What follows belongs to an exercise in optimizing a design on an open flow for small area, a short achievable clock period and few clock cycles; a production flow would make more cautious choices. In this exercise RTL edits were held to simulation tests only and were not proved equivalent to the original. Power and IR drop assume default switching activity.

[design/flow/constraint.sdc]
create_clock -name core_clock -period 13.5 [get_ports {clk}]
set_input_delay 2.7000 -clock core_clock [delete_from_list [all_inputs] [get_ports {clk}]]
set_output_delay 2.7000 -clock core_clock [all_outputs]
set_load 0.01 [all_outputs]
[design/flow/run.sh]
#!/bin/bash
# synth_recipe.tcl (not shown) runs the flow's synth.tcl, then flattens the netlist and writes it again
# the make line also repeats each setting of config.mk as NAME=value (left out here)
make -C /OpenROAD-flow-scripts/flow DESIGN_CONFIG=/design/flow/config.mk WORK_HOME=/design/flow/orfs CLKGATE_MAP_FILE= SYNTH_SCRIPT=/design/flow/synth_recipe.tcl finish
[design/flow/config.mk]
export PLATFORM = sky130hd
export DESIGN_NAME = MDC
export DESIGN_NICKNAME = MDC
export VERILOG_FILES = /design/flow/design.v
export SDC_FILE = /design/flow/constraint.sdc
export NUM_CORES = 4
export LEC_CHECK = 0
export CAP_MARGIN = 50
export CORE_MARGIN = 2
export CORE_UTILIZATION = 40
export SLEW_MARGIN = 70
[design/flow/design.v]
module HAMMING_IP #(parameter IP_BIT = 8) (
    input  [IP_BIT+4-1:0] IN_code,
    output [IP_BIT-1:0]   OUT_code
);
localparam EC_BIT = IP_BIT + 4;
reg [3:0] syn;
integer p;
always @(*) begin
    syn = 4'd0;
    for (p = 1; p <= EC_BIT; p = p + 1)
        if (IN_code[EC_BIT-p]) syn = syn ^ p[3:0];
end
reg [IP_BIT-1:0] d;
integer q, k;
always @(*) begin
    d = {IP_BIT{1'b0}};
    k = IP_BIT - 1;
    for (q = 3; q <= EC_BIT; q = q + 1)
        if (q != 4 && q != 8) begin
            d[k] = IN_code[EC_BIT-q] ^ (syn == q[3:0]);
            k = k - 1;
        end
end
assign OUT_code = d;
endmodule
module MDC(
    clk,
    rst_n,
    in_valid,
    in_data,
    in_mode,
    out_valid,
    out_data
);
input clk, rst_n, in_valid;
input [8:0] in_mode;
input [14:0] in_data;
output reg out_valid;
output [206:0] out_data;
reg  [3:0]  cnt;        
always @(posedge clk or negedge rst_n) begin
    if (!rst_n)
        cnt <= 4'd0;
    else
        cnt <= in_valid ? cnt + 4'd1 : 4'd0;
end
wire [3:0] k1 = cnt;
wire [10:0] e;
wire [4:0]  md;
HAMMING_IP #(11) dec_data (.IN_code(in_data), .OUT_code(e));
HAMMING_IP #(5)  dec_mode (.IN_code(in_mode), .OUT_code(md));
reg m4, m3;
always @(posedge clk) begin
    if (in_valid && cnt == 4'd0) begin
        m4 <= md[4];             
        m3 <= md[1] & ~md[4];    
    end
end
wire m2 = ~m4 & ~m3;             
reg signed [10:0] sr [1:8];
integer i;
always @(posedge clk) begin
    sr[1] <= e;
    for (i = 2; i <= 8; i = i + 1)
        sr[i] <= sr[i-1];
end
reg  [3:0] r0ld;
always @(posedge clk or negedge rst_n) begin
    if (!rst_n)
        r0ld <= 4'd0;
    else
        r0ld <= (in_valid && k1[3:2] == 2'd0) ? (4'd1 << k1[1:0]) : 4'd0;
end
wire [44:0] DET;
wire [10:0] row0 [0:3];
assign row0[0] = DET[10:0];
assign row0[1] = DET[21:11];
assign row0[2] = DET[32:22];
assign row0[3] = DET[43:33];
function [17:0] booth;
    input [10:0] v;
    input        ng;
    reg   [12:0] t;
    integer j;
    begin
        t = {v[10], v, 1'b0};
        for (j = 0; j < 6; j = j + 1)
            booth[3*j +: 3] = {t[2*j+2] ^ ng,
                               t[2*j+1] ^ t[2*j],
                               (t[2*j+2 -: 3] == 3'b011) || (t[2*j+2 -: 3] == 3'b100)};
    end
endfunction
reg p16;
always @(posedge clk or negedge rst_n) begin
    if (!rst_n)
        p16 <= 1'b0;
    else
        p16 <= (k1 == 4'd15) & m4;
end
reg        p16b;
reg  [3:0] k2;
always @(posedge clk or negedge rst_n) begin
    if (!rst_n) begin
        p16b <= 1'b0;
        k2   <= 4'd0;
    end else begin
        p16b <= p16;
        k2   <= k1;
    end
end
wire [3:0] xs0, xs1, xs2;
wire       x0e, x1e, x2e, x0n, x1n, x2n;
wire [9:0] ys0n;
wire [6:0] ys1n;
wire [7:0] ys2n;
wire [4:0] as0n, ds0n;
wire [2:0] as1n, as2n;
wire [3:0] ds1n, ds2n;
wire [8:0] dfn;
wire       rot3n, rot0n;
CTL ctl_d (.v(1'b1), .k(k1), .p16(p16), .m4(m4), .m3(m3),
           .xs0(xs0), .xs1(xs1), .xs2(xs2), .x0e(x0e), .x1e(x1e), .x2e(x2e),
           .x0n(x0n), .x1n(x1n), .x2n(x2n), .ys0(ys0n), .ys1(ys1n), .ys2(ys2n),
           .as0(), .ds0(), .as1(), .ds1(), .as2(), .ds2(), .df(), .rot3(), .rot0());
CTL ctl_s (.v(1'b1), .k(k2), .p16(p16b), .m4(m4), .m3(m3),
           .xs0(), .xs1(), .xs2(), .x0e(), .x1e(), .x2e(),
           .x0n(), .x1n(), .x2n(), .ys0(), .ys1(), .ys2(),
           .as0(as0n), .ds0(ds0n), .as1(as1n), .ds1(ds1n), .as2(as2n), .ds2(ds2n),
           .df(dfn), .rot3(rot3n), .rot0(rot0n));
wire [10:0] x0v = xs0[3] ? row0[0] : xs0[2] ? row0[2] : xs0[1] ? sr[4] : xs0[0] ? sr[1] : e;
wire [10:0] x1v = xs1[3] ? row0[3] : xs1[2] ? row0[1] : xs1[1] ? sr[4] : e;
wire [10:0] x2v = xs2[3] ? row0[2] : xs2[2] ? row0[1] : e;
reg [11:0] X0, X1, X2;    
reg [9:0]  ys0;
reg [6:0]  ys1;
reg [7:0]  ys2;
reg [4:0]  as0, ds0;
reg [2:0]  as1, as2;
reg [3:0]  ds1, ds2;
reg [8:0]  dfe;
reg        rot3, rot0;
always @(posedge clk) begin
    X0  <= x0e ? {x0n, x0v} : 12'd0;
    X1  <= x1e ? {x1n, x1v} : 12'd0;
    X2  <= x2e ? {x2n, x2v} : 12'd0;
    ys0 <= ys0n; ys1 <= ys1n; ys2 <= ys2n;
    as0 <= as0n; ds0 <= ds0n;
    as1 <= as1n; ds1 <= ds1n;
    as2 <= as2n; ds2 <= ds2n;
    dfe <= dfn;
    rot3 <= rot3n;
    rot0 <= rot0n;
end
reg done1, done2;
reg ov2, ov3, ov4, ov23;
always @(posedge clk or negedge rst_n) begin
    if (!rst_n) begin
        done1 <= 1'b0;
        done2 <= 1'b0;
        out_valid <= 1'b0;
        ov2 <= 1'b0;
        ov3 <= 1'b0;
        ov4 <= 1'b0;
        ov23 <= 1'b0;
    end else begin
        done1 <= ((k1 == 4'd15) & ~m4) | p16;
        done2 <= done1;
        out_valid <= done2;
        ov2 <= done2 & m2;
        ov3 <= done2 & m3;
        ov4 <= done2 & m4;
        ov23 <= done2 & ~m4;
    end
end
reg  [206:0] R;
assign DET = {R[101:94], R[152:136], R[206:187]};
reg  [21:0]  P01, P02, P03, P12, P13, P23;
wire [33:0]  POS0 = R[33:0];
wire [33:0]  POS1 = R[186:153];
wire [33:0]  POS2 = R[135:102];
wire [33:0]  POS3 = R[84:51];
function [33:0] sx11;  input [10:0] a; sx11 = {{23{a[10]}}, a}; endfunction
function [33:0] sx22;  input [21:0] a; sx22 = {{12{a[21]}}, a}; endfunction
wire [33:0] y0 = ({34{ys0[9]}} & sx11(sr[4])) | ({34{ys0[8]}} & sx11(sr[6])) |
                 ({34{ys0[7]}} & sx11(sr[7])) | ({34{ys0[6]}} & sx11(sr[8])) |
                 ({34{ys0[5]}} & sx22(P23))   | ({34{ys0[4]}} & sx22(P03))   |
                 ({34{ys0[3]}} & sx22(P01))   | ({34{ys0[2]}} & sx22(P12))   |
                 ({34{ys0[1]}} & sx22(P13))   | ({34{ys0[0]}} & POS0);
wire [21:0] y1 = ({22{ys1[6]}} & sx11(sr[3])) | ({22{ys1[5]}} & sx11(sr[4])) |
                 ({22{ys1[4]}} & sx11(sr[6])) | ({22{ys1[3]}} & sx11(sr[7])) |
                 ({22{ys1[2]}} & P13)         | ({22{ys1[1]}} & P02)         |
                 ({22{ys1[0]}} & P12);
wire [21:0] y2 = ({22{ys2[7]}} & sx11(sr[2])) | ({22{ys2[6]}} & sx11(sr[3])) |
                 ({22{ys2[5]}} & sx11(sr[4])) | ({22{ys2[4]}} & sx11(sr[6])) |
                 ({22{ys2[3]}} & P12)         | ({22{ys2[2]}} & P23)         |
                 ({22{ys2[1]}} & P03)         | ({22{ys2[0]}} & P01);
wire [44:0] s0w, c0w;
wire [33:0] s1w, c1w, s2w, c2w;
MUL1 #(.YW(34), .AW(45)) mul0 (.X(booth(X0[10:0], X0[11])), .y(y0), .s(s0w), .c(c0w));
MUL1 #(.YW(22), .AW(34)) mul1 (.X(booth(X1[10:0], X1[11])), .y(y1), .s(s1w), .c(c1w));
MUL1 #(.YW(22), .AW(34)) mul2 (.X(booth(X2[10:0], X2[11])), .y(y2), .s(s2w), .c(c2w));
reg [44:0] S0, C0;
reg [33:0] S1, C1, S2, C2;
always @(posedge clk) begin
    S0 <= s0w; C0 <= c0w;
    S1 <= s1w; C1 <= c1w;
    S2 <= s2w; C2 <= c2w;
end
wire [44:0] a0 = ({45{as0[4]}} & {{23{P01[21]}}, P01}) |
                 ({45{as0[3]}} & {{23{P02[21]}}, P02}) |
                 ({45{as0[2]}} & {{23{P03[21]}}, P03}) |
                 ({45{as0[1]}} & {{11{POS1[33]}}, POS1}) |
                 ({45{as0[0]}} & DET);
wire [33:0] a1 = ({34{as1[2]}} & sx22(P12)) | ({34{as1[1]}} & sx22(P13)) |
                 ({34{as1[0]}} & POS2);
wire [33:0] a2 = ({34{as2[2]}} & sx22(P23)) | ({34{as2[1]}} & POS3) |
                 ({34{as2[0]}} & sx22(P12));
wire [44:0] o0 = a0 + S0 + C0;
wire [33:0] o1 = a1 + S1 + C1;
wire [33:0] o2 = a2 + S2 + C2;
always @(posedge clk) begin
    if (ds0[4])      P01 <= o0[21:0];
    if (ds0[3])      P02 <= o0[21:0];
    else if (ds1[3]) P02 <= o1[21:0];
    if (ds0[2])      P03 <= o0[21:0];
    else if (ds2[3]) P03 <= o2[21:0];
    if (ds1[2])      P12 <= o1[21:0];
    if (ds1[1])      P13 <= o1[21:0];
    else if (ds2[2]) P13 <= o2[21:0];
    if (ds2[1])      P23 <= o2[21:0];
end
reg [206:0] Rn;
reg [44:0]  Dn;
integer m;
always @(*) begin
    Rn = R;
    Dn = DET;
    if (ds0[0])  Dn = o0;
    if (r0ld[0]) Dn[10:0]  = sr[1];
    if (r0ld[1]) Dn[21:11] = sr[1];
    if (r0ld[2]) Dn[32:22] = sr[1];
    if (r0ld[3]) Dn[43:33] = sr[1];
    {Rn[101:94], Rn[152:136], Rn[206:187]} = Dn;
    for (m = 0; m < 9; m = m + 1)
        if (dfe[m]) Rn[206-23*m -: 23] = {o2[21], o2[21:0]};
    if (ds0[1])      Rn[33:0] = o0[33:0];
    else if (rot0)   Rn[33:0] = POS1;
    if (ds1[0])      Rn[186:153] = o1;
    if (ds2[0])      Rn[135:102] = o2;
    if (rot3)        Rn[84:51] = POS0;
end
always @(posedge clk) R <= Rn;
reg t3f0, t3f1, t3f2, t3f3, t4s;
always @(posedge clk or negedge rst_n) begin
    if (!rst_n) begin
        t3f0 <= 1'b0;
        t3f1 <= 1'b0;
        t3f2 <= 1'b0;
        t3f3 <= 1'b0;
        t4s  <= 1'b0;
    end else begin
        t3f0 <= done2 & m3 & o1[33];
        t3f1 <= done2 & m3 & o2[33];
        t3f2 <= done2 & m3 & R[33];
        t3f3 <= done2 & m3 & o0[33];
        t4s  <= done2 & m4 & Dn[44];
    end
end
wire [206:0] t3 = {3'b000, {17{t3f0}}, 34'b0, {17{t3f1}}, 34'b0,
                   {17{t3f2}}, 34'b0, {17{t3f3}}, 34'b0};
wire [206:0] t4 = {{162{t4s}}, {45{ov4}} & DET};
wire [206:0] ring_bits = {20'b0, {34{1'b1}}, 17'b0, {34{1'b1}}, 17'b0,
                          {34{1'b1}}, 17'b0, {34{1'b1}}};
assign out_data = (ring_bits & {207{ov23}} & R) |
                  (~ring_bits & {207{ov2}} & R) | t3 | t4;
endmodule
module MUL1 #(parameter YW = 22, parameter AW = 34) (
    input  [17:0]   X,
    input  [YW-1:0] y,
    output [AW-1:0] s,
    output [AW-1:0] c
);
wire [AW-1:0] row [0:6];
wire [5:0]    ng;
genvar j;
generate
    for (j = 0; j < 6; j = j + 1) begin : pp
        wire n1 = X[3*j+2], one = X[3*j+1], two = X[3*j];
        wire [YW:0] mg = ({(YW+1){one}} & {y[YW-1], y}) |
                         ({(YW+1){two}} & {y, 1'b0});
        wire [YW:0] mm = mg ^ {(YW+1){n1}};
        assign row[j] = {{(AW-YW-1){1'b0}}, ~mm[YW], mm[YW-1:0]} << (2*j);
        assign ng[j]  = n1;
    end
endgenerate
wire [AW-1:0] K = -(({{(AW-1){1'b0}}, 1'b1} << YW) * 1365);
assign row[6] = K | {ng[5], 1'b0, ng[4], 1'b0, ng[3], 1'b0,
                     ng[2], 1'b0, ng[1], 1'b0, ng[0]};
function [2*AW-1:0] csa;
    input [AW-1:0] a, b, d;
    begin
        csa[AW-1:0]    = a ^ b ^ d;
        csa[2*AW-1:AW] = ((a & b) | (a & d) | (b & d)) << 1;
    end
endfunction
wire [AW-1:0] s1a, c1a, s1b, c1b, s2, c2, s3, c3;
assign {c1a, s1a} = csa(row[0], row[1], row[2]);
assign {c1b, s1b} = csa(row[3], row[4], row[5]);
assign {c2, s2}   = csa(s1a, c1a, s1b);
assign {c3, s3}   = csa(s2, c2, c1b);
assign {c, s}     = csa(s3, c3, row[6]);
endmodule
module CTL (
    input        v, p16, m4, m3,
    input  [3:0] k,
    output [3:0] xs0, xs1, xs2,      
    output       x0e, x1e, x2e,      
    output       x0n, x1n, x2n,      
    output [9:0] ys0,    
    output [6:0] ys1,    
    output [7:0] ys2,    
    output [4:0] as0,    
    output [4:0] ds0,    
    output [2:0] as1,    
    output [3:0] ds1,    
    output [2:0] as2,    
    output [3:0] ds2,    
    output [8:0] df,     
    output       rot3, rot0
);
wire m2 = ~m4 & ~m3;
wire [1:0] r = k[3:2];
wire [1:0] c = k[1:0];
wire pph   = v & ((m4 & r == 2'd1) | (m3 & r == 2'd2));   
wire ring4 = v & m4 & (r == 2'd2);                         
wire ring4x= v & m4 & (k == 4'd12);                        
wire ring3 = v & m3 & (r == 2'd3);                         
wire det4  = (v & m4 & (r == 2'd3) & (c != 2'd0)) | p16;   
wire d2    = v & m2 & (r != 2'd0);                         
wire c0 = c == 2'd0, c1 = c == 2'd1, c2 = c == 2'd2, c3 = c == 2'd3;
wire ringa = ring4 | ring4x | ring3;
assign xs0 = {ring3 & c0, ring3 & c1, ring4x, det4};
assign x0e = pph | (ring4 & ~c0) | ring4x | ring3 | det4;
assign x0n = pph ? c0 : ring4 ? c1 : ring3 ? c1 : det4 ? (~p16 & c[0]) : 1'b0;
assign ys0 = pph   ? {c0, c1, c2, c3, 6'b0} :
             ring4 ? {4'b0, c0, c1, c2, c3, 2'b0} :
             ring4x? {4'b0, 1'b1, 5'b0} :
             ring3 ? {6'b0, c2, c0 | c3, c1, 1'b0} :
             det4  ? 10'b1 : 10'b0;
assign as0 = pph   ? {c1, c2, c3, 2'b0} :
             ringa ? {3'b0, ~(c0 & ~ring4x), 1'b0} :
             det4  ? {4'b0, ~(c1 & ~p16)} : 5'b0;
assign ds0 = pph   ? {c0 | c1, c2, c3, 2'b0} :
             ringa ? 5'b00010 :
             det4  ? 5'b00001 : 5'b0;
assign xs1 = {ring3 & c0, ring3 & c3, ring4x, 1'b0};
assign x1e = pph | (ring4 & ~c0) | ring4x | ring3 | (d2 & ~c3);
assign x1n = pph ? (c0 | c1) : ring4 ? (c1 | c2) : ring3 ? ~c0 :
             ring4x ? 1'b0 : 1'b1;
assign ys1 = pph   ? {c0, c1, c2, c3, 3'b0} :
             (ring4 | ring4x) ? {4'b0, c0 | c2, c1 | c3, 1'b0} :
             ring3 ? {4'b0, c2, c1 | c3, c0} :
             d2    ? 7'b0100000 : 7'b0;
assign as1 = pph   ? {c2, c3, 1'b0} :
             ringa ? {2'b0, ~(c0 & ~ring4x)} :
             det4  ? 3'b001 : 3'b0;
assign ds1 = pph   ? {c0, c1 | c2, c3, 1'b0} :
             (ringa | det4) ? 4'b0001 :
             (d2 & ~c3) ? 4'b0100 : 4'b0;
assign xs2 = {ring3 & c2, ring3 & c3, 2'b0};
assign x2e = pph | ring4 | ring3 | (d2 & ~c0);
assign x2n = pph ? ~c3 : ring4 ? c2 : 1'b0;
assign ys2 = pph   ? {c0, c1, c2, c3, 4'b0} :
             ring4 ? {4'b0, c0, c1, c2, c3} :
             ring3 ? {4'b0, c0, c1 | c3, 1'b0, c2} :
             d2    ? 8'b00010000 : 8'b0;
assign as2 = pph   ? {c3, 2'b0} :
             (ring4 | ring3) ? {1'b0, ~(c0 | c1), 1'b0} :
             (ring4x | det4) ? 3'b010 :
             d2    ? 3'b001 : 3'b0;
assign ds2 = pph   ? {c0, c1, c2 | c3, 1'b0} :
             (ringa | det4) ? 4'b0001 : 4'b0;
assign df  = (d2 & ~c0) ? (9'd1 << (3 * (r - 2'd1) + (c - 2'd1))) : 9'b0;
assign rot3 = ringa | det4;
assign rot0 = det4;
endmodule
==> run notes, run 1 <==
placer congestion estimate 1.04; FF+latch area 0.0186 mm²; critical path arrival ~3000 ps; TritonCTS clock tree built; area leader, netlist edfxtp_1; Routed Antenna Nets 0; DRC viols 0; Distinct cells, synth 85; Yosys Warn Count 6; Die Area 0.146 mm²; DR iter-0 viols 7861; Tcrit/Tclk final 42.2%; Max Fclk roughly 0.18 GHz; status no timing/DRC/antenna violations; synthesis-stage register bit count around 750; commonest non-fill, non-tap cell in the layout inv_1; Post-synth ARST share around 3.3%; total track usage 34.1%; fin. max-slew vios 0; I/O pins 235; WL/cell just over 30 µm; Top FF cell, synth dfxtp_1; Syn Nets 6700; htree depth 3; critical path capture point type primary output; fraction of layout cells with a size suffix above 1 12.6%; maxcap violations 0; Setup Crit Path Kind register to primary output; Leak between 0.02 and 0.03 µW; worst-skew pair later-pin latency 730 ps; vias in the first global route just under 50000; cts repair resizes 0; critical path launch point type register; Setup violations, final 0; sequential area share after synthesis approximately a third; Peak supply drop 0.104 mV; CP Max Fanout 44; number of detailed-route iterations in the first pass 10; initial core utilization 40.4%; Inserted Clock Buffers 85; setup TNS 0 ps; Avg Synthesized Cell Area a little under 10 µm²; largest net degree at the start of global routing 70; DR vias 50300; pre-CTS WS 7870 ps; CTS Hold Buffers Added 0; Post-synth EDFFs 338; synthesized area 0.0573 mm²; clk sinks between 700 and 800; area delta synth->final 18.5%; clock slew at reported path FFs 60 ps; Core Footprint 0.142 mm²; post-place instance area ~0.064 mm²; PwrDens 121 mW/mm²; first-pass GRT wire length 361 mm; top cell type's share of synthesized area 17.7%; Worst Hold Class register to register; maximum clock path buffer count 3; cells after synthesis 5958; Die Y 382 µm; root buffer cell clkbuf_16; row count approximately 140; Worst Slack Setup Final slightly below 8000 ps; setup bufs post-CTS 0; area of the multi-input gates ~0.036 mm²; Fin. Hold Viols 0; vias per inst approximately 6.2; relative slew slack 64.3%; Die Wd 382 µm; RSZ-0062 raised after global routing false; Req. time, crit path roughly 11000 ps; initial antenna violation count 17; Final Cell Area slightly below 0.07 mm²; DP Wirelength 193 mm; GRT Residual Overflow 0; drt total wl 254 mm; Synth area leaders edfxtp_1, fa_1, dfxtp_1; Port-buffer cells ~230; Setup Skew between 40 and 50 ps; fillers 13300; worst-margin pin slew 535 ps; fin crit period 5700 ps; commonest cells after routing, fill and taps aside inv_1, a22oi_1, nand2_1; nets 6937
==> worst max-delay path, cell delays in order (launching register included) <==
cell and delay, ps:
dfrtp_4 600, buf_16 210, buf_8 150, buf_12 210, buf_12 260, a21o_1 210, clkdlybuf4s50_1 570
==> state kept, by name (all words and copies together) (netlist names), 31 cells and up <==
name,flops
R,205
S1,33
S0,45
C2,31
S2,33
C1,31
C0,42
sr,88
==> cell usage after synthesis (4+ instances only) <==
master	count
a21oi_1	228
edfxtp_1	338
xor2_1	275
nand3b_1	4
a222oi_1	86
nor4_1	4
dfxtp_1	385
inv_1	668
and3_1	21
nand2_1	529
o31ai_1	8
dfrtp_1	25
ha_1	316
o211ai_1	6
nand4_1	44
buf_1	44
a221o_1	21
a22o_1	60
and2_1	23
mux2_2	43
or2_2	21
o22ai_1	22
a221oi_1	45
clkbuf_1	410
nor3_1	27
a22oi_1	517
nand2b_1	22
o21a_1	18
fa_1	399
a21boi_0	4
o31a_1	4
mux2i_1	58
o221ai_1	18
a21o_1	197
a31oi_1	9
a211oi_1	49
nor2_1	200
nor2b_1	30
o21ai_0	224
o21bai_1	15
nand3_1	51
or3_1	21
o2111ai_1	4
xnor2_1	395
==> layout make-up <==
| cell class | count | share of cell area [%] |
|---|---|---|
| multi-input combinational | 4078 | 53.1 |
| sequential | 748 | 27.4 |
| timing repair buffer | 608 | 8.06 |
| inverter | 674 | 3.73 |
| clock buffer | 126 | 3.64 |
| tap | 1890 | 3.48 |
| clock inverter | 33 | 0.612 |
| antenna | 5 | 0.0184 |
==> cell families (layout without fill, tap and decap cells) <==
logic type / after synthesis / in the layout / share of synthesized area [%]
XOR/XNOR: 672 / 672 / 10.3
buffers and inverters: 1132 / 1441 / 7.43
other: 0 / 5 / 0
AND/OR/NAND/NOR: 1014 / 1014 / 7.79
AO/OA/AOI/OAI: 1576 / 1576 / 19.5
adder cells (fa/ha/maj): 715 / 715 / 20.8
flip-flops: 748 / 748 / 32.3
multiplexers: 101 / 101 / 1.86
==> metrics by stage <==
stage / instances / util [%] / power, µW / hold slack, ps
3_3_place_gp: 7739 / 43.3 / 5470 / 311
5_1_grt: 8159 / 47.8 / 8500 / 333
3_5_place_dp: 7973 / 45.4 / 5630 / 312
2_1_floorplan: 5958 / - / 4440 / 310
4_1_cts: 8132 / 47.5 / 8070 / 322
6_report: 8162 / 47.8 / 8180 / 326
==> layer usage <==
| metal | up-vias | share of wire (%) | GRT usage, % |
|---|---|---|---|
| met4 | 12 | 6.6 | 18.8 |
| met5 | - | 0.057 | 0 |
| met2 | 3566 | 42 | 49.3 |
| met3 | 689 | 14 | 11.4 |
| li1 | 21100 | - | - |
| met1 | 24900 | 38 | 44.7 |
==> report_power, final <==
group / leakage [µW] / internal (µW) / switching, µW
clock: 0.00142 / 1380 / 1070
combinational: 0.0209 / 981 / 1860
sequential: 0.00672 / 2660 / 227
total: 0.0290 / 5020 / 3160
==> path summary, 6_finish.rpt <==
kind | startpoint | end | slack (ps) | cells after the start
max in group asynchronous | rst_n | t4s$_DFF_PN0_ | 10860 | 2
min in group asynchronous | rst_n | out_valid$_DFF_PN0_ | 2340 | 2
worst max register to register | as0[0]$_SDFF_PP0_ | R[94]$_DFFE_PP_ | 7930 | 19
worst min-delay path | sr[5][5]$_DFF_P_ | sr[6][5]$_DFF_P_ | 330 | 0
worst min register to register | sr[5][5]$_DFF_P_ | sr[6][5]$_DFF_P_ | 330 | 0
worst max-delay path | t4s$_DFF_PN0_ | out_data[115] | 7800 | 6
Testbench counts, summed over its fixed seeds: cycles 46,426.
==> inputs of run 2 (changes only) <==
==> design/flow/flow/run.sh (new file) <==
#!/bin/bash
# The standard layout (the standard.sh, standard synthesis), with timing
# repair aiming at a setup slack of 9.0 ns on the 13.5 ns clock. The clock
# period and all constraints are unchanged.
set -euo pipefail
bash standard.sh SETUP_SLACK_MARGIN=9.0 finish > standard_flow.log 2>&1
==> design/flow/standard.sh (new file) <==
#!/bin/bash
# synth_recipe.tcl (not shown) runs the flow's synth.tcl, then flattens the netlist and writes it again
# the make line also repeats each setting of config.mk as NAME=value (left out here)
make -C /OpenROAD-flow-scripts/flow DESIGN_CONFIG=/design/flow/config.mk WORK_HOME=/design/flow/orfs CLKGATE_MAP_FILE= SYNTH_SCRIPT=/design/flow/synth_recipe.tcl "${@:-finish}"
removed: design/flow/run.sh
==> run notes, run 2 <==
htree depth 3 (unchanged); Avg Synthesized Cell Area 9.62 µm² (unchanged); fin. max-slew vios 0 (unchanged); Worst Hold Class register to register; initial core utilization 40.4% (unchanged); largest register by flop count R; fraction of layout cells with a size suffix above 1 26.3% (+14 points); Setup Crit Path Kind register to primary output; R2R depth 18 (-1); Distinct cells, synth 85 (unchanged); top flop regs R x205, sr x88, S0 x45; Top FF cell, synth dfxtp_1; placed insts 7964 (-0.11%); top cell type's share of synthesized area 17.7% (unchanged); root buffer cell clkbuf_16; FF+latch area 0.0186 mm² (+0.15%); CP Max Fanout 9 (-80%); DP Wirelength 193 mm (+0.15%); Peak supply drop 0.117 mV (+12%); commonest cells after routing, fill and taps aside inv_1, a22oi_1, nand2_1; fillers 12800 (-4.1%); synthesis-stage register bit count 748 (unchanged); Req. time, crit path 10800 ps (about the same); commonest non-fill, non-tap cell in the layout inv_1; setup TNS 0 ps (unchanged); Die Y 382 µm (unchanged); Die Area 0.146 mm² (unchanged); Setup violations, final 0 (unchanged); clock slew at reported path FFs 60 ps (about the same); area of the multi-input gates 0.0388 mm² (+7.6%); critical path arrival 2210 ps (-790 ps); Synth area leaders edfxtp_1, fa_1, dfxtp_1; sequential area share after synthesis 32.3% (unchanged); GRT Residual Overflow 0 (unchanged); Fin. Hold Viols 0 (unchanged); drt total wl 272 mm (+7.1%); DR vias 52900 (+5.1%); critical path launch point type register; placer congestion estimate 1.03 (-0.80%); WL/cell 32.1 µm (+2.9%); PwrDens 116 mW/mm² (-3.7%); total track usage 35.6% (+1.4 points); largest net degree at the start of global routing 71 (+1.4%); Setup Skew 28.8 ps (-15.0 ps); Routed Antenna Nets 0 (unchanged); status no timing/DRC/antenna violations; Yosys Warn Count 6 (unchanged); RSZ-0062 raised after global routing true; row count 138 (unchanged); synthesized area 0.0573 mm² (unchanged); maximum clock path buffer count 3 (unchanged); TritonCTS clock tree built; DR iter-0 viols 8492 (+8.0%); number of detailed-route iterations in the first pass 12 (+2); Post-synth EDFFs 338 (unchanged); relative slew slack 65.9% (+1.6 points); Leak 0.0323 µW (+11%); worst-margin pin slew 509 ps (-26.3 ps); initial antenna violation count 19 (+2); critical path capture point type primary output; vias per inst 6.23 (+1.0%); most frequent cells after synthesis inv_1, nand2_1, a22oi_1; cell count of the worst hold path 0 (unchanged); clk sinks 748 (unchanged); Port-buffer cells 234 (unchanged); Syn Nets 6700 (unchanged); most frequent cell after synthesis inv_1; maxcap violations 0 (unchanged); area delta synth->final 29.9%; max FFs per register 205 (unchanged); fin crit period 4910 ps (-784 ps); Tcrit/Tclk final 36.4% (-5.8 points); Core Footprint 0.142 mm² (unchanged); Die Wd 382 µm (unchanged); area leader, netlist edfxtp_1; Post-synth ARST share 3.34% (unchanged); vias in the first global route 49800 (+2.0%); nets 7269 (+4.8%); DRC viols 0 (unchanged); I/O pins 235 (unchanged); cells after synthesis 5958 (unchanged); first-pass GRT wire length 374 mm (+3.8%); Final Non-Filler Cells 8494 (+4.1%); Inserted Clock Buffers 85 (unchanged); Max Fclk 0.203 GHz (+16%); worst-skew pair later-pin latency 700 ps (-30 ps)
[run 2: cell counts after synthesis]
Identical to the previous run, type by type.
[run 2: where the power goes]
group	switching (µW)	internal, µW	total [µW]
clock	1050	1360	2410
sequential	233	2660	2890
combinational	2050	1280	3340
total	3330	5310	8640
[run 2: final timing paths]
kind | from | slack [ps] | endpoint
setup / recovery | ov23$_DFF_PN0_ | 8590 | out_data[21]
hold / removal | sr[5][8]$_DFF_P_ | 320 | sr[6][8]$_DFF_P_
setup reg to reg | R[154]$_DFFE_PP_ | 8700 | R[98]$_DFFE_PP_
hold reg to reg | sr[5][8]$_DFF_P_ | 320 | sr[6][8]$_DFF_P_
max in group asynchronous | rst_n | 10750 | t4s$_DFF_PN0_
min in group asynchronous | rst_n | 2400 | out_valid$_DFF_PN0_
[run 2: metal layers]
layer | up-vias | global-route usage, % | part of all wire, %
met5 | - | 0 | 0.058
met3 | 881 | 12.5 | 14
met4 | 22 | 21.0 | 7.7
li1 | 21800 | - | -
met1 | 26200 | 46.2 | 37
met2 | 3992 | 50.7 | 41
[run 2: timing repair]
| action | 4_1_cts | 5_1_grt |
|---|---|---|
| hold buffers | 0 | 0 |
| setup endpoints to repair | 462 | 467 |
| gates resized for setup | 1174 | 632 |
| buffers inserted | 169 | 121 |
| pin swaps | 220 | 232 |
| gates cloned | 20 | 25 |
[run 2: worst max-delay path, stage by stage, from the launching register on]
cell and delay, ps:
dfrtp_4 510, buf_16 170, buf_16 160, buf_12 130, buf_4 140, a22o_4 270, buf_2 140
[run 2: per-stage QoR]
step,util [%],hold slack (ps),setup WS [ps],total power (µW),area [µm²]
5_1_grt,52.4,322,8590,8920,74400
3_5_place_dp,45.4,312,7780,5570,64400
2_1_floorplan,-,310,8880,4450,57400
3_3_place_gp,43.4,311,7230,5460,61600
6_report,52.4,321,8590,8640,74400
4_1_cts,49.8,319,8510,8180,70700
[run 2: logic make-up (layout without fill, tap and decap cells)]
kind of cell / Yosys count / count (layout) / synth area share (%)
flip-flops: 748 / 748 / 32.3
AO/OA/AOI/OAI: 1576 / 1577 / 19.5
buffers and inverters: 1132 / 1768 / 7.43
other: 0 / 7 / 0
multiplexers: 101 / 101 / 1.86
AND/OR/NAND/NOR: 1014 / 1016 / 7.79
XOR/XNOR: 672 / 672 / 10.3
adder cells (fa/ha/maj): 715 / 715 / 20.8
[run 2: final cells by class]
type	instances	area share, %
tap	1890	3.18
sequential	748	25.0
clock buffer	119	3.28
inverter	674	3.43
multi-input combinational	4081	52.1
antenna	7	0.0235
clock inverter	38	0.489
timing repair buffer	937	12.5
==> inputs of run 3 (changes only) <==
--- a/design/flow/design.v
+++ b/design/flow/design.v
@@ -127,32 +127,56 @@
            .x0n(), .x1n(), .x2n(), .ys0(), .ys1(), .ys2(),
            .as0(as0n), .ds0(ds0n), .as1(as1n), .ds1(ds1n), .as2(as2n), .ds2(ds2n),
            .df(dfn), .rot3(rot3n), .rot0(rot0n));
-wire [10:0] x0v = xs0[3] ? row0[0] : xs0[2] ? row0[2] : xs0[1] ? sr[4] : xs0[0] ? sr[1] : e;
-wire [10:0] x1v = xs1[3] ? row0[3] : xs1[2] ? row0[1] : xs1[1] ? sr[4] : e;
-wire [10:0] x2v = xs2[3] ? row0[2] : xs2[2] ? row0[1] : e;
-reg [11:0] X0, X1, X2;    
+wire [10:0] x0v = xs0[3] ? row0[0] : xs0[2] ? row0[2] : xs0[1] ? sr[4] : sr[1];
+wire [10:0] x1v = xs1[3] ? row0[3] : xs1[2] ? row0[1] : sr[4];
+wire [10:0] x2v = xs2[3] ? row0[2] : row0[1];
+reg [10:0] XA0, XA1, XA2;    
+reg [2:0]  XC0, XC1, XC2;    
 reg [9:0]  ys0;
 reg [6:0]  ys1;
 reg [7:0]  ys2;
-reg [4:0]  as0, ds0;
-reg [2:0]  as1, as2;
+reg [4:0]  ds0;
 reg [3:0]  ds1, ds2;
 reg [8:0]  dfe;
 reg        rot3, rot0;
 always @(posedge clk) begin
-    X0  <= x0e ? {x0n, x0v} : 12'd0;
-    X1  <= x1e ? {x1n, x1v} : 12'd0;
-    X2  <= x2e ? {x2n, x2v} : 12'd0;
+    XA0 <= x0v; XA1 <= x1v; XA2 <= x2v;
+    XC0 <= {x0e, x0n, |xs0};
+    XC1 <= {x1e, x1n, |xs1};
+    XC2 <= {x2e, x2n, |xs2};
     ys0 <= ys0n; ys1 <= ys1n; ys2 <= ys2n;
-    as0 <= as0n; ds0 <= ds0n;
-    as1 <= as1n; ds1 <= ds1n;
-    as2 <= as2n; ds2 <= ds2n;
+    ds0 <= ds0n;
+    ds1 <= ds1n;
+    ds2 <= ds2n;
     dfe <= dfn;
     rot3 <= rot3n;
     rot0 <= rot0n;
 end
 reg done1, done2;
 reg ov2, ov3, ov4, ov23;
+reg  [8:0] rawm;
+reg  [3:0] k3;
+reg        p16c, m4b, m3b;
+wire [4:0] mdb;
+HAMMING_IP #(5) dec_mode_b (.IN_code(rawm), .OUT_code(mdb));
+always @(posedge clk) begin
+    rawm <= in_mode;
+    if (in_valid && cnt == 4'd1) begin
+        m4b <= mdb[4];
+        m3b <= mdb[1] & ~mdb[4];
+    end
+end
+always @(posedge clk or negedge rst_n) begin
+    if (!rst_n) begin
+        k3   <= 4'd0;
+        p16c <= 1'b0;
+    end else begin
+        k3   <= k2;
+        p16c <= p16b;
+    end
+end
+wire done2b = ((k3 == 4'd15) & ~m4b) | p16c;
+reg ov2b, ov23b, t4sb;
 always @(posedge clk or negedge rst_n) begin
     if (!rst_n) begin
         done1 <= 1'b0;
@@ -162,6 +186,8 @@
         ov3 <= 1'b0;
         ov4 <= 1'b0;
         ov23 <= 1'b0;
+        ov2b <= 1'b0;
+        ov23b <= 1'b0;
     end else begin
         done1 <= ((k1 == 4'd15) & ~m4) | p16;
         done2 <= done1;
@@ -170,6 +196,8 @@
         ov3 <= done2 & m3;
         ov4 <= done2 & m4;
         ov23 <= done2 & ~m4;
+        ov2b <= done2b & ~m4b & ~m3b;
+        ov23b <= done2b & ~m4b;
     end
 end
 reg  [206:0] R;
@@ -196,28 +224,49 @@
                  ({22{ys2[1]}} & P03)         | ({22{ys2[0]}} & P01);
 wire [44:0] s0w, c0w;
 wire [33:0] s1w, c1w, s2w, c2w;
-MUL1 #(.YW(34), .AW(45)) mul0 (.X(booth(X0[10:0], X0[11])), .y(y0), .s(s0w), .c(c0w));
-MUL1 #(.YW(22), .AW(34)) mul1 (.X(booth(X1[10:0], X1[11])), .y(y1), .s(s1w), .c(c1w));
-MUL1 #(.YW(22), .AW(34)) mul2 (.X(booth(X2[10:0], X2[11])), .y(y2), .s(s2w), .c(c2w));
+wire [10:0] xv0 = {11{XC0[2]}} & (XC0[0] ? XA0 : sr[1]);
+wire [10:0] xv1 = {11{XC1[2]}} & (XC1[0] ? XA1 : sr[1]);
+wire [10:0] xv2 = {11{XC2[2]}} & (XC2[0] ? XA2 : sr[1]);
+MUL1 #(.YW(34), .AW(45)) mul0 (.X(booth(xv0, XC0[1])), .y(y0), .s(s0w), .c(c0w), .ng(n0w));
+MUL1 #(.YW(22), .AW(34)) mul1 (.X(booth(xv1, XC1[1])), .y(y1), .s(s1w), .c(c1w), .ng(n1w));
+MUL1 #(.YW(22), .AW(34)) mul2 (.X(booth(xv2, XC2[1])), .y(y2), .s(s2w), .c(c2w), .ng(n2w));
+wire [5:0] n0w, n1w, n2w;
+reg  [5:0] N0, N1, N2;
 reg [44:0] S0, C0;
 reg [33:0] S1, C1, S2, C2;
 always @(posedge clk) begin
     S0 <= s0w; C0 <= c0w;
+    N0 <= n0w; N1 <= n1w; N2 <= n2w;
     S1 <= s1w; C1 <= c1w;
     S2 <= s2w; C2 <= c2w;
 end
-wire [44:0] a0 = ({45{as0[4]}} & {{23{P01[21]}}, P01}) |
-                 ({45{as0[3]}} & {{23{P02[21]}}, P02}) |
-                 ({45{as0[2]}} & {{23{P03[21]}}, P03}) |
-                 ({45{as0[1]}} & {{11{POS1[33]}}, POS1}) |
-                 ({45{as0[0]}} & DET);
-wire [33:0] a1 = ({34{as1[2]}} & sx22(P12)) | ({34{as1[1]}} & sx22(P13)) |
-                 ({34{as1[0]}} & POS2);
-wire [33:0] a2 = ({34{as2[2]}} & sx22(P23)) | ({34{as2[1]}} & POS3) |
-                 ({34{as2[0]}} & sx22(P12));
-wire [44:0] o0 = a0 + S0 + C0;
-wire [33:0] o1 = a1 + S1 + C1;
-wire [33:0] o2 = a2 + S2 + C2;
+wire [44:0] o0;
+wire [33:0] o1, o2;
+reg  [44:0] A0;
+reg  [33:0] A1, A2;
+always @(posedge clk) begin
+    A0 <= ({45{as0n[4] | as0n[0]}} & o0) |
+          ({45{as0n[1]}} & {11'b0, o1}) |
+          ({45{as0n[3]}} & {23'b0, P02}) |
+          ({45{as0n[2]}} & {23'b0, P03});
+    A1 <= ({34{as1n[2]}} & o1) |
+          ({34{as1n[0]}} & o2) |
+          ({34{as1n[1]}} & {12'b0, P13});
+    A2 <= ({34{as2n[2]}} & o2) |
+          ({34{as2n[1]}} & POS0) |
+          ({34{as2n[0]}} & o1);
+end
+localparam [44:0] K34 = -((45'd1 << 34) * 1365);
+localparam [44:0] K22 = -((45'd1 << 22) * 1365);
+function [44:0] negs; input [5:0] n;
+    negs = {34'b0, n[5], 1'b0, n[4], 1'b0, n[3], 1'b0, n[2], 1'b0, n[1], 1'b0, n[0]};
+endfunction
+wire [44:0] nk0 = K34 | negs(N0);
+wire [44:0] nk1 = K22 | negs(N1);
+wire [44:0] nk2 = K22 | negs(N2);
+assign o0 = A0 + S0 + C0 + nk0;
+assign o1 = A1 + S1 + C1 + nk1[33:0];
+assign o2 = A2 + S2 + C2 + nk2[33:0];
 always @(posedge clk) begin
     if (ds0[4])      P01 <= o0[21:0];
     if (ds0[3])      P02 <= o0[21:0];
@@ -258,30 +307,33 @@
         t3f2 <= 1'b0;
         t3f3 <= 1'b0;
         t4s  <= 1'b0;
+        t4sb <= 1'b0;
     end else begin
         t3f0 <= done2 & m3 & o1[33];
         t3f1 <= done2 & m3 & o2[33];
         t3f2 <= done2 & m3 & R[33];
         t3f3 <= done2 & m3 & o0[33];
         t4s  <= done2 & m4 & Dn[44];
+        t4sb <= done2b & m4b & Dn[44];
     end
 end
 wire [206:0] t3 = {3'b000, {17{t3f0}}, 34'b0, {17{t3f1}}, 34'b0,
                    {17{t3f2}}, 34'b0, {17{t3f3}}, 34'b0};
-wire [206:0] t4 = {{162{t4s}}, {45{ov4}} & DET};
+wire [206:0] t4 = {{103{t4sb}}, {59{t4s}}, {45{ov4}} & DET};
 wire [206:0] ring_bits = {20'b0, {34{1'b1}}, 17'b0, {34{1'b1}}, 17'b0,
                           {34{1'b1}}, 17'b0, {34{1'b1}}};
-assign out_data = (ring_bits & {207{ov23}} & R) |
-                  (~ring_bits & {207{ov2}} & R) | t3 | t4;
+wire [206:0] f23 = {{103{ov23b}}, {104{ov23}}};
+wire [206:0] f2  = {{103{ov2b}},  {104{ov2}}};
+assign out_data = (ring_bits & f23 & R) | (~ring_bits & f2 & R) | t3 | t4;
 endmodule
 module MUL1 #(parameter YW = 22, parameter AW = 34) (
     input  [17:0]   X,
     input  [YW-1:0] y,
     output [AW-1:0] s,
-    output [AW-1:0] c
+    output [AW-1:0] c,
+    output [5:0]    ng       
 );
-wire [AW-1:0] row [0:6];
-wire [5:0]    ng;
+wire [AW-1:0] row [0:5];
 genvar j;
 generate
     for (j = 0; j < 6; j = j + 1) begin : pp
@@ -293,9 +345,6 @@
         assign ng[j]  = n1;
     end
 endgenerate
-wire [AW-1:0] K = -(({{(AW-1){1'b0}}, 1'b1} << YW) * 1365);
-assign row[6] = K | {ng[5], 1'b0, ng[4], 1'b0, ng[3], 1'b0,
-                     ng[2], 1'b0, ng[1], 1'b0, ng[0]};
 function [2*AW-1:0] csa;
     input [AW-1:0] a, b, d;
     begin
@@ -303,12 +352,11 @@
         csa[2*AW-1:AW] = ((a & b) | (a & d) | (b & d)) << 1;
     end
 endfunction
-wire [AW-1:0] s1a, c1a, s1b, c1b, s2, c2, s3, c3;
+wire [AW-1:0] s1a, c1a, s1b, c1b, s2, c2;
 assign {c1a, s1a} = csa(row[0], row[1], row[2]);
 assign {c1b, s1b} = csa(row[3], row[4], row[5]);
 assign {c2, s2}   = csa(s1a, c1a, s1b);
-assign {c3, s3}   = csa(s2, c2, c1b);
-assign {c, s}     = csa(s3, c3, row[6]);
+assign {c, s}     = csa(s2, c2, c1b);
 endmodule
 module CTL (
     input        v, p16, m4, m3,
@@ -380,7 +428,12 @@
              d2    ? 3'b001 : 3'b0;
 assign ds2 = pph   ? {c0, c1, c2 | c3, 1'b0} :
              (ringa | det4) ? 4'b0001 : 4'b0;
-assign df  = (d2 & ~c0) ? (9'd1 << (3 * (r - 2'd1) + (c - 2'd1))) : 9'b0;
+genvar g;
+generate
+    for (g = 0; g < 9; g = g + 1) begin : dfd
+        assign df[g] = d2 & (k == 4 * (g / 3) + (g % 3) + 5);
+    end
+endgenerate
 assign rot3 = ringa | det4;
 assign rot0 = det4;
 endmodule
==> design/flow/flow/run.sh (replaced) <==
#!/bin/bash
# The standard layout (the standard.sh, standard synthesis), with timing
# repair aiming at a setup slack of 8.7 ns on the 13.5 ns clock. The clock
# period and all constraints are unchanged.
set -euo pipefail
bash standard.sh SETUP_SLACK_MARGIN=8.7 finish > standard_flow.log 2>&1
==> run notes, run 3 <==
Post-Route M1 WL 96.1 mm (-4.4%); PwrDens 187 mW/mm² (+61%); Core Footprint 0.150 mm² (+5.7%); Routed Antenna Nets 0 (unchanged); htree depth 3 (unchanged); Avg Synthesized Cell Area 9.73 µm² (+1.2%); DR iter-0 viols 7949 (-6.4%); root buffer cell clkbuf_16; Worst Hold Class register to register; Distinct cells, synth 77 (-9.4%); commonest non-fill, non-tap cell in the layout inv_1; Final Non-Filler Cells 8654 (+1.9%); nets 7254 (-0.21%); most frequent cells after synthesis inv_1, nand2_1, xnor2_1; DP Wirelength 197 mm (+2.0%); Peak supply drop 0.263 mV (+130%); vias in the first global route 50900 (+2.2%); hold path start sr[5][3]$_DFF_P_; maxcap violations 0 (unchanged); synthesized area 0.0604 mm² (+5.4%); status no timing/DRC/antenna violations; CTS Hold Buffers Added 0 (unchanged); row count 142 (+2.9%); fin. max-slew vios 0 (unchanged); pre-CTS WS 8660 ps (+882 ps); Fin. Hold Viols 0 (unchanged); CP top delay family buffers and inverters; relative slew slack 63.4% (-2.5 points); Die Y 393 µm (+2.6%); sequential area share after synthesis 35.4% (+3.2 points); worst-margin pin slew 549 ps (+39.8 ps); Setup violations, final 0 (unchanged); WP buf/inv 3 (-2); RSZ-0062 raised after global routing true; routed length on met2 111 mm (-0.74%); CP Max Fanout 8 (-1); largest net degree at the start of global routing 70 (-1.4%); clock slew at reported path FFs 60 ps (about the same); fin crit period 4950 ps (+39.9 ps); Setup Skew 52.1 ps (+23.3 ps); top flop regs R x205, sr x88; placed insts 8379 (+5.2%); synthesis-stage register bit count 891 (+19%); setup TNS 0 ps (unchanged); drt total wl 268 mm (-1.7%); crit path launch ov23$_DFF_PN0_; critical path capture point type primary output; TritonCTS clock tree built; Leak 0.0323 µW (+0.25%); placer congestion estimate 1.06 (+2.8%); max FFs per register 205 (unchanged); most frequent cell after synthesis inv_1; I/O pins 235 (unchanged); initial core utilization 40.3% (-0.093 points); total track usage 34.1% (-1.5 points); Max Fclk 0.202 GHz (-0.80%); Req. time, crit path 10800 ps (about the same); top cell type's share of synthesized area 17.2% (-0.54 points); maximum clock path buffer count 3 (unchanged); total power 13700 µW (+59%); WL/cell 31.0 µm (-3.5%); number of detailed-route iterations in the first pass 14 (+2); area delta synth->final 21.2%; clk sinks 891 (+19%); critical path launch point type register; Port-buffer cells 234 (unchanged); Die Wd 393 µm (+2.6%); largest register by flop count R; CP Cell Sequence buf_12 -> bufbuf_16 -> a22o_4 -> dlygate4sd2_1; uppermost routed layer met5; Setup Crit Path Kind register to primary output; Top FF cell, synth dfxtp_1; Synth area leaders dfxtp_1, edfxtp_1, fa_1; Worst Slack Setup Final 8550 ps (-39.9 ps); DRC viols 0 (unchanged); hold_ws 310 ps (-10.8 ps); fraction of layout cells with a size suffix above 1 16.7% (-9.5 points); vias per inst 6.13 (-1.5%); GRT Residual Overflow 0 (unchanged); initial antenna violation count 24 (+5); Post-synth EDFFs 340 (+0.59%); area leader, netlist dfxtp_1; Tcrit/Tclk final 36.7% (+0.30 points); commonest cells after routing, fill and taps aside inv_1, nand2_1, a22oi_1; max incr delay on CP 450 ps (-60 ps); Post-synth ARST share 3.70% (+0.36 points); Die Area 0.154 mm² (+5.4%); worst-skew pair later-pin latency 760 ps (+60 ps); DR vias 53100 (+0.36%); WL met3 38.1 mm (-3.1%); Yosys Warn Count 6 (unchanged); first-pass GRT wire length 374 mm (about the same); fillers 13900 (+8.6%); r2r startpoint A2[2]$_DFF_P_; cells after synthesis 6205 (+4.1%); Syn Nets 6930 (+3.4%); Inserted Clock Buffers 100 (+18%); critical path arrival 2250 ps (+40 ps); Worst path slowest cell dfrtp_2
-- run 3: cell count changes in the layout (fill, tap and decap cells not counted), sizes merged, moves of 43 or more --
cell and delta:
dfxtp +133, xor2 -191, xnor2 +190, nand2 +116, buf -399, nor2 -43, dlygate4sd2 +83, a21oi -63
o21ai +71
-- run 3: worst reg2reg max path, delay by kind of cell, from the launching register on --
family / cells / cell delay (ps)
buffers and inverters: 4 / 740
AO/OA/AOI/OAI: 7 / 1540
XOR/XNOR: 1 / 340
flip-flops: 1 / 310
adder cells (fa/ha/maj): 4 / 1540
-- run 3: final timing paths --
| kind | end | depth (start not counted) | slack (ps) |
|---|---|---|---|
| hold reg to reg | sr[6][3]$_DFF_P_ | 0 | 310 |
| max in group asynchronous | cnt[2]$_DFF_PN0_ | 1 | 11350 |
| hold / removal | sr[6][3]$_DFF_P_ | 0 | 310 |
| setup / recovery | out_data[26] | 4 | 8550 |
| min in group asynchronous | t3f0$_DFF_PN0_ | 1 | 1840 |
| setup reg to reg | R[104]$_DFFE_PP_ | 16 | 8830 |
-- run 3: per-layer routing --
metal	GRT usage, %	vias up
li1	-	22000
met1	41.3	26000
met2	49.0	3911
met3	14.7	1090
met4	22.1	20
met5	0.989	-
-- run 3: cells by family after synthesis --
logic type	count (synthesis)	share of synthesized area [%]
simple gates	1076	7.68
fa+ha+maj	698	19.4
xor+xnor	669	9.71
buf+inv	1182	7.35
compound gates	1551	18.0
flops	891	35.4
mux	138	2.42
-- run 3: final cells by class --
cell class                 count  area, µm²  share of cell area [%]
multi-input combinational   4132      37000                    50.5
antenna                       23       57.6                  0.0786
inverter                     722       2750                    3.75
tap                         2016       2520                    3.44
sequential                   891      21500                    29.4
clock buffer                 134       2770                    3.78
clock inverter                54        692                   0.945
timing repair buffer         682       5920                    8.08
-- run 3: metrics by stage --
step                      utilization, %  area (µm²)
after floorplan                        -       60400
after global placement              43.2       64800
after detailed placement            45.8       68700
after CTS                           48.5       72700
after global routing                48.8       73200
final                               48.8       73200
-- run 3: timing repair --
item                       4_1_cts  5_1_grt
setup buffers                   25       15
gates resized for setup        279      192
setup endpoints to repair      208      143
cloned                           8        4
hold endpoints to repair         0        0
pin swaps                        6        8
-- run 3: power breakdown --
group | internal [µW] | total (µW) | switching, µW | leakage [µW]
combinational | 2210 | 7380 | 5170 | 0.0228
clock | 1680 | 2920 | 1230 | 0.00166
sequential | 3240 | 3430 | 185 | 0.00791
total | 7130 | 13700 | 6590 | 0.0323
Testbench counts of run 3, summed over its fixed seeds: cycles 46,426.
==> inputs of run 4 (changes only) <==
==> design/flow/flow/run.sh (replaced) <==
#!/bin/bash
# The standard layout (the standard.sh, standard synthesis), with timing
# repair aiming at a setup slack of 9.0 ns on the 13.5 ns clock. The clock
# period and all constraints are unchanged.
set -euo pipefail
bash standard.sh SETUP_SLACK_MARGIN=9.0 finish > standard_flow.log 2>&1
==> run notes, run 4 <==
Final Non-Filler Cells 8758 (+1.2%); first-pass GRT wire length 380 mm (+1.6%); Die Wd 393 µm (unchanged); maxcap violations 0 (unchanged); Worst Hold Class register to register; I/O pins 235 (unchanged); Routed Antenna Nets 0 (unchanged); number of detailed-route iterations in the first pass 13 (-1); Setup Crit Path Kind register to primary output; row count 142 (unchanged); largest net degree at the start of global routing 70 (unchanged); cells after synthesis 6205 (unchanged); Synth area leaders dfxtp_1, edfxtp_1, fa_1; placer congestion estimate 1.06 (unchanged); share of total power in combinational logic 54.4% (+0.6 points); post-synthesis compound-gate area fraction 18.0% (unchanged); htree depth 3 (unchanged); Internal 7230 µW (+1.4%); Setup violations, final 0 (unchanged); Post-synth ARST share 3.70% (unchanged); Req. time, crit path 10800 ps (about the same); max FFs per register 205 (unchanged); net switching share of the total power 48.0% (about the same); critical path arrival 2100 ps (-150 ps); most frequent cell after synthesis inv_1; RSZ-0062 raised after global routing true; Yosys Warn Count 6 (unchanged); Max Fclk 0.208 GHz (+3.2%); critical path capture point type primary output; top cell type's share of synthesized area 17.2% (unchanged); simple-gate portion of the synthesized area 7.68% (unchanged); Syn Nets 6930 (unchanged); maximum clock path buffer count 3 (unchanged); Post-Synth XOR/XNOR Area 9.71% (unchanged); initial core utilization 40.3% (unchanged); Distinct cells, synth 77 (unchanged); fin. max-slew vios 0 (unchanged); commonest cells after routing, fill and taps aside inv_1, nand2_1, a22oi_1; largest family of logic cells by synthesized area adder cells; largest register by flop count R; TritonCTS clock tree built; Setup Skew 53.4 ps (+1.22 ps); Die Y 393 µm (unchanged); WL/cell 31.2 µm (+0.88%); Tcrit/Tclk final 35.6% (-1.1 points); top flop regs R x205, sr x88; DR vias 54000 (+1.7%); Die Area 0.154 mm² (unchanged); Peak supply drop 0.260 mV (-1.5%); synthesis-stage register bit count 891 (unchanged); root buffer cell clkbuf_16; most frequent cells after synthesis inv_1, nand2_1, xnor2_1; synthesized area 0.0604 mm² (unchanged); PwrDens 185 mW/mm² (-1.4%); sw power 6670 µW (+1.3%); commonest non-fill, non-tap cell in the layout inv_1; initial antenna violation count 21 (-13%); Fin. Hold Viols 0 (unchanged); DP Wirelength 197 mm (unchanged); critical path launch point type register; nets 7355 (+1.4%); DR iter-0 viols 8315 (+4.6%); Core Footprint 0.150 mm² (unchanged); vias per inst 6.16 (+0.49%); Seq pwr share 24.6% (-0.4 points); relative slew slack 56.6% (-6.8 points); Leak 0.0329 µW (+1.6%); post-synthesis adder-cell area fraction 19.4% (unchanged); fin crit period 4800 ps (-153 ps); worst-skew pair later-pin latency 760 ps (about the same); area delta synth->final 24.6%; Port-buffer cells 234 (unchanged); proportion of synthesized area in mux cells 2.42% (unchanged); setup TNS 0 ps (unchanged); Post-synth EDFFs 340 (unchanged); clk sinks 891 (unchanged); Avg Synthesized Cell Area 9.73 µm² (unchanged); drt total wl 274 mm (+2.1%); area leader, netlist dfxtp_1; status no timing/DRC/antenna violations; GRT Residual Overflow 0 (unchanged); fraction of layout cells with a size suffix above 1 20.3% (+3.6 points); total power 13900 µW (+1.3%); Inserted Clock Buffers 100 (unchanged); CP Max Fanout 6 (-2); sequential area share after synthesis 35.4% (unchanged); Clk pwr share 21.0% (-0.2 points); worst-margin pin slew 651 ps (+103 ps); Top FF cell, synth dfxtp_1; vias in the first global route 51600 (+1.5%); total track usage 34.6% (+0.57 points); placed insts 8379 (unchanged); clock slew at reported path FFs 60 ps (about the same); DRC viols 0 (unchanged)
## run 4: area by class of cell
cell class                 instances  area, µm²
timing repair buffer             783       7510
antenna                           26       65.1
clock buffer                     134       2770
sequential                       891      21500
fill                           13600      74700
multi-input combinational       4132      37400
tap                             2016       2520
clock inverter                    54        692
inverter                         722       2750
## run 4: cell families (layout without fill, tap and decap cells)
group	count (synthesis)	count (layout)
muxes	138	138
DFF	891	891
adders and majority gates	698	698
buffers and inverters	1182	1693
AOI/OAI and AO/OA	1551	1551
xor gates and xnor gates	669	669
other	0	26
and+or+nand+nor	1076	1076
## run 4: power groups by stage
stage	Combinational, µW	Sequential (µW)	Clock (µW)
after global routing	7570	3440	3020
after floorplan	2910	3410	0
after CTS	6740	3420	2920
after global placement	5870	3490	0
after detailed placement	6640	3470	0
final	7560	3420	2920
## run 4: path summary, 6_finish.rpt
| path | cells after the start | to | start | slack, ps |
|---|---|---|---|---|
| worst max-delay path | 4 | out_data[42] | ov4$_DFF_PN0_ | 8700 |
| worst min-delay path | 0 | sr[6][3]$_DFF_P_ | sr[5][3]$_DFF_P_ | 310 |
| worst max register to register | 18 | R[148]$_DFFE_PP_ | A0[6]$_DFF_P_ | 9110 |
| worst min register to register | 0 | sr[6][3]$_DFF_P_ | sr[5][3]$_DFF_P_ | 310 |
| max in group asynchronous | 1 | cnt[2]$_DFF_PN0_ | rst_n | 11350 |
| min in group asynchronous | 1 | t3f0$_DFF_PN0_ | rst_n | 1820 |
## run 4: repair_timing
item	4_1_cts	5_1_grt
gates cloned	26	4
endpoints found under the setup margin	237	297
pin swaps	68	42
resized for setup	942	157
buffers inserted	76	42
hold buffers	0	0
## run 4: per-layer routing
layer / GRT usage (%) / part of all wire, % / up-vias
met5: 3.57 / 0.26 / -
met4: 23.1 / 8.7 / 22
met3: 15.5 / 14 / 1157
met2: 49.3 / 41 / 4035
met1: 41.7 / 35 / 26500
li1: - / - / 22200
## run 4: critical path: stages, from the launching register on
cell and delay [ps]:
dfrtp_2 470, buf_12 190, buf_16 170, a221o_1 370
buf_2 160
## run 4: per-stage QoR
step	hold WS, ps	util [%]	setup WS, ps	cell area [µm²]
detailed placement	312	45.8	8660	68700
global placement	310	43.2	8430	64800
global route	325	50.2	8680	75200
floorplan	310	-	9520	60400
finish	309	50.2	8700	75300
CTS	301	49.1	8730	73700
==> inputs of run 5 (changes only) <==
--- a/design/flow/design.v
+++ b/design/flow/design.v
@@ -176,7 +176,7 @@
     end
 end
 wire done2b = ((k3 == 4'd15) & ~m4b) | p16c;
-reg ov2b, ov23b, t4sb;
+reg ov2b, ov23b, ov4b, t4sb;
 always @(posedge clk or negedge rst_n) begin
     if (!rst_n) begin
         done1 <= 1'b0;
@@ -188,6 +188,7 @@
         ov23 <= 1'b0;
         ov2b <= 1'b0;
         ov23b <= 1'b0;
+        ov4b <= 1'b0;
     end else begin
         done1 <= ((k1 == 4'd15) & ~m4) | p16;
         done2 <= done1;
@@ -198,6 +199,7 @@
         ov23 <= done2 & ~m4;
         ov2b <= done2b & ~m4b & ~m3b;
         ov23b <= done2b & ~m4b;
+        ov4b <= done2b & m4b;
     end
 end
 reg  [206:0] R;
@@ -319,7 +321,7 @@
 end
 wire [206:0] t3 = {3'b000, {17{t3f0}}, 34'b0, {17{t3f1}}, 34'b0,
                    {17{t3f2}}, 34'b0, {17{t3f3}}, 34'b0};
-wire [206:0] t4 = {{103{t4sb}}, {59{t4s}}, {45{ov4}} & DET};
+wire [206:0] t4 = {{103{t4sb}}, {59{t4s}}, {22{ov4b}} & DET[44:23], {23{ov4}} & DET[22:0]};
 wire [206:0] ring_bits = {20'b0, {34{1'b1}}, 17'b0, {34{1'b1}}, 17'b0,
                           {34{1'b1}}, 17'b0, {34{1'b1}}};
 wire [206:0] f23 = {{103{ov23b}}, {104{ov23}}};
==> run notes, run 5 <==
FF+latch area 0.0215 mm² (about the same); number of detailed-route iterations in the first pass 9 (-4); top cell type's share of synthesized area 17.2% (+0.046 points); DP Wirelength 186 mm (-5.6%); root buffer cell clkbuf_16; Avg Synthesized Cell Area 9.76 µm² (+0.23%); Inserted Clock Buffers 96 (-4.0%); synthesis-stage register bit count 892 (+0.11%); area of the multi-input gates 0.0369 mm² (-1.4%); pre-CTS WS 8540 ps (-118 ps); most frequent cell after synthesis inv_1; most frequent cells after synthesis inv_1, nand2_1, xnor2_1; max FFs per register 205 (unchanged); fin crit period 4710 ps (-89.8 ps); fin. max-slew vios 0 (unchanged); drt total wl 256 mm (-6.4%); critical path arrival 2010 ps (-90 ps); row count 142 (unchanged); PwrDens 174 mW/mm² (-5.9%); status no timing/DRC/antenna violations; Syn Nets 6899 (-0.45%); Top FF cell, synth dfxtp_1; htree depth 3 (unchanged); GRT Residual Overflow 0 (unchanged); utilization after layout 49.1% (-1.1 points); Synth area leaders dfxtp_1, edfxtp_1, fa_1; synthesized area 0.0602 mm² (-0.27%); CP Max Fanout 5 (-1); Yosys Warn Count 6 (unchanged); largest net degree at the start of global routing 70 (unchanged); Die Wd 392 µm (-0.13%); cells after synthesis 6174 (-0.50%); setup TNS 0 ps (unchanged); vias per inst 6.03 (-2.1%); critical path capture point type primary output; Leak 0.0322 µW (-1.9%); Port-buffer cells 234 (unchanged); total track usage 32.6% (-2.1 points); placer congestion estimate 1.00 (-5.2%); hold_ws 327 ps (+17.7 ps); area delta synth->final 22.0%; Post-synth ARST share 3.81% (+0.11 points); TritonCTS clock tree built; initial antenna violation count 22 (+4.8%); Distinct cells, synth 74 (-3.9%); worst-skew pair later-pin latency 730 ps (-30 ps); Worst Hold Class register to register; first-pass GRT wire length 362 mm (-4.7%); DR iter-0 viols 7359 (-11%); critical path launch point type register; Setup Skew 40.6 ps (-12.8 ps); Setup violations, final 0 (unchanged); Die Y 392 µm (-0.13%); fillers 13800 (+1.3%); clock slew at reported path FFs 60 ps (about the same); Setup Crit Path Kind register to primary output; vias in the first global route 50700 (-1.8%); cell count of the worst hold path 0 (unchanged); area leader, netlist dfxtp_1; Fin. Hold Viols 0 (unchanged); Req. time, crit path 10800 ps (about the same); initial core utilization 40.3% (about the same); R2R depth 15 (-3); I/O pins 235 (unchanged); relative slew slack 61.2% (+4.6 points); Core Footprint 0.150 mm² (-0.24%); R2R Setup Slk 9000 ps (-110 ps); Max Fclk 0.212 GHz (+1.9%); commonest non-fill, non-tap cell in the layout inv_1; Final Non-Filler Cells 8634 (-1.4%); Die Area 0.154 mm² (-0.27%); Routed Antenna Nets 0 (unchanged); fraction of layout cells with a size suffix above 1 19.6% (-0.74 points); RSZ-0062 raised after global routing true; top flop regs R x205, sr x88; DR vias 52100 (-3.5%); Post-synth EDFFs 340 (unchanged); Tcrit/Tclk final 34.9% (-0.67 points); WL/cell 29.6 µm (-5.1%); Peak supply drop 0.236 mV (-9.2%); Worst Slack Setup Final 8790 ps (+89.8 ps); sequential area share after synthesis 35.6% (+0.14 points); CTS Hold Buffers Added 0 (unchanged); worst-margin pin slew 577 ps (-73.7 ps); maximum clock path buffer count 3 (unchanged); maxcap violations 0 (unchanged); commonest cells after routing, fill and taps aside inv_1, nand2_1, a22oi_1; DRC viols 0 (unchanged); nets 7251 (-1.4%); largest register by flop count R; placed insts 8289 (-1.1%); clk sinks 892 (+0.11%)
[run 5: changes by cell type in the layout (fill, tap and decap cells not counted), moves of 14 or more]
| cell | before | now |
|---|---|---|
| dlygate4sd2_1 | 34 | 14 |
| a22o_1 | 28 | 46 |
| nor2_1 | 144 | 130 |
| o21ai_0 | 244 | 264 |
| buf_4 | 228 | 209 |
| buf_16 | 46 | 27 |
| buf_6 | 161 | 144 |
| a22o_4 | 30 | 9 |
| diode_2 | 26 | 11 |
| a21o_1 | 163 | 182 |
[run 5: timing repair]
action	in CTS	in global routing
cloned	25	8
gates resized for setup	1040	126
pin swaps	74	72
endpoints found under the hold margin	0	0
setup buffers	82	29
setup endpoints to repair	261	310
[run 5: worst paths after layout]
| kind | startpoint | endpoint |
|---|---|---|
| min in group asynchronous | rst_n | r0ld[3]$_DFF_PN0_ |
| max in group asynchronous | rst_n | ov2$_DFF_PN0_ |
| max | ov23$_DFF_PN0_ | out_data[26] |
| min reg2reg | sr[5][10]$_DFF_P_ | sr[6][10]$_DFF_P_ |
| max reg2reg | A1[2]$_DFF_P_ | R[183]$_DFFE_PP_ |
| min | sr[5][10]$_DFF_P_ | sr[6][10]$_DFF_P_ |
[run 5: kinds of logic after synthesis]
family	Yosys count	synth area share, %
XOR/XNOR	667	9.70
flip-flops	892	35.6
buffers and inverters	1172	7.31
multiplexers	140	2.46
AND/OR/NAND/NOR	1067	7.65
adder cells (fa/ha/maj)	698	19.4
AO/OA/AOI/OAI	1538	17.9
[run 5: layer usage]
layer	global-route usage [%]	up-vias	share of wire, %	routed length, µm
li1	-	21900	-	-
met1	41.2	25700	37	94900
met2	48.7	3544	43	109000
met3	10.2	894	13	32400
met4	19.2	8	7.6	19400
met5	0	-	0.023	58
[run 5: critical path: stages, from the launching register on]
cell       delay, ps
dfrtp_2          520
clkbuf_16        240
buf_6            140
a22o_1           240
buf_2            150
[run 5: area by class of cell]
type	count	area share, %
diodes	11	0.0375
flip-flops and latches	892	29.3
multi-input cells	4110	50.2
well taps	2016	3.43
inverters	718	3.72
clock buffers	140	3.77
repair buffers	708	9.04
clock inverters	39	0.473
[run 5: where the power goes]
group	leakage [µW]	switching, µW	total, µW	internal [µW]
clock	0.00155	1200	2700	1510
combinational	0.0228	4400	6620	2220
sequential	0.00792	203	3450	3250
total	0.0322	5800	12800	6970
[run 5: stage by stage]
stage	power (µW)	area (µm²)
after global placement	8900	64700
after detailed placement	9400	67500
after floorplan	6360	60200
after CTS	12300	72300
after global routing	13100	73500
final	12800	73500
Testbench counts of run 5, summed over its fixed seeds: cycles 46,426.

what the ideal ports hide:
In the flow no input, the clock included, has a driving cell. The finished layouts below were timed again as built, in two steps.
Step 1 assumes that a clkbuf_16 drives the clock port and a buf_2 every other input.
Step 2 adds t to the input delays and takes it off the output delays; t is the mean of the earliest and latest rising clock arrival at the registers after step 1. Input paths then give back, and output paths get back, about the clock's delay inside the block.
Slacks: ideal / step 1 / step 2; pairs: ideal / step 1.
run | t (ns) | setup slack, ns | worst hold slack (ns) | worst slew at a driven data input, ns | cell pins on the clock port's net
run 1 | 0.791 | 7.802 / 7.718 / 7.832 | 0.326 / 0.326 / 0.326 | 0.05 | 1
run 2 | 0.764 | 8.586 / 8.504 / 8.347 | 0.321 / 0.321 / 0.321 | 0.08 | 1
run 3 | 0.814 | 8.546 / 8.461 / 8.671 | 0.310 / 0.310 / 0.310 | 0.07 | 1
run 4 | 0.822 | 8.699 / 8.611 / 8.666 | 0.309 / 0.309 / 0.309 | 0.07 | 1
run 5 | 0.794 | 8.789 / 8.705 / 8.799 | 0.327 / 0.327 / 0.327 | 0.06 | 1
After both steps setup and hold are still met in every run listed. The setup slack of run 2, which loses most, moves by -0.082 ns with the drivers and by -0.239 ns with both steps.
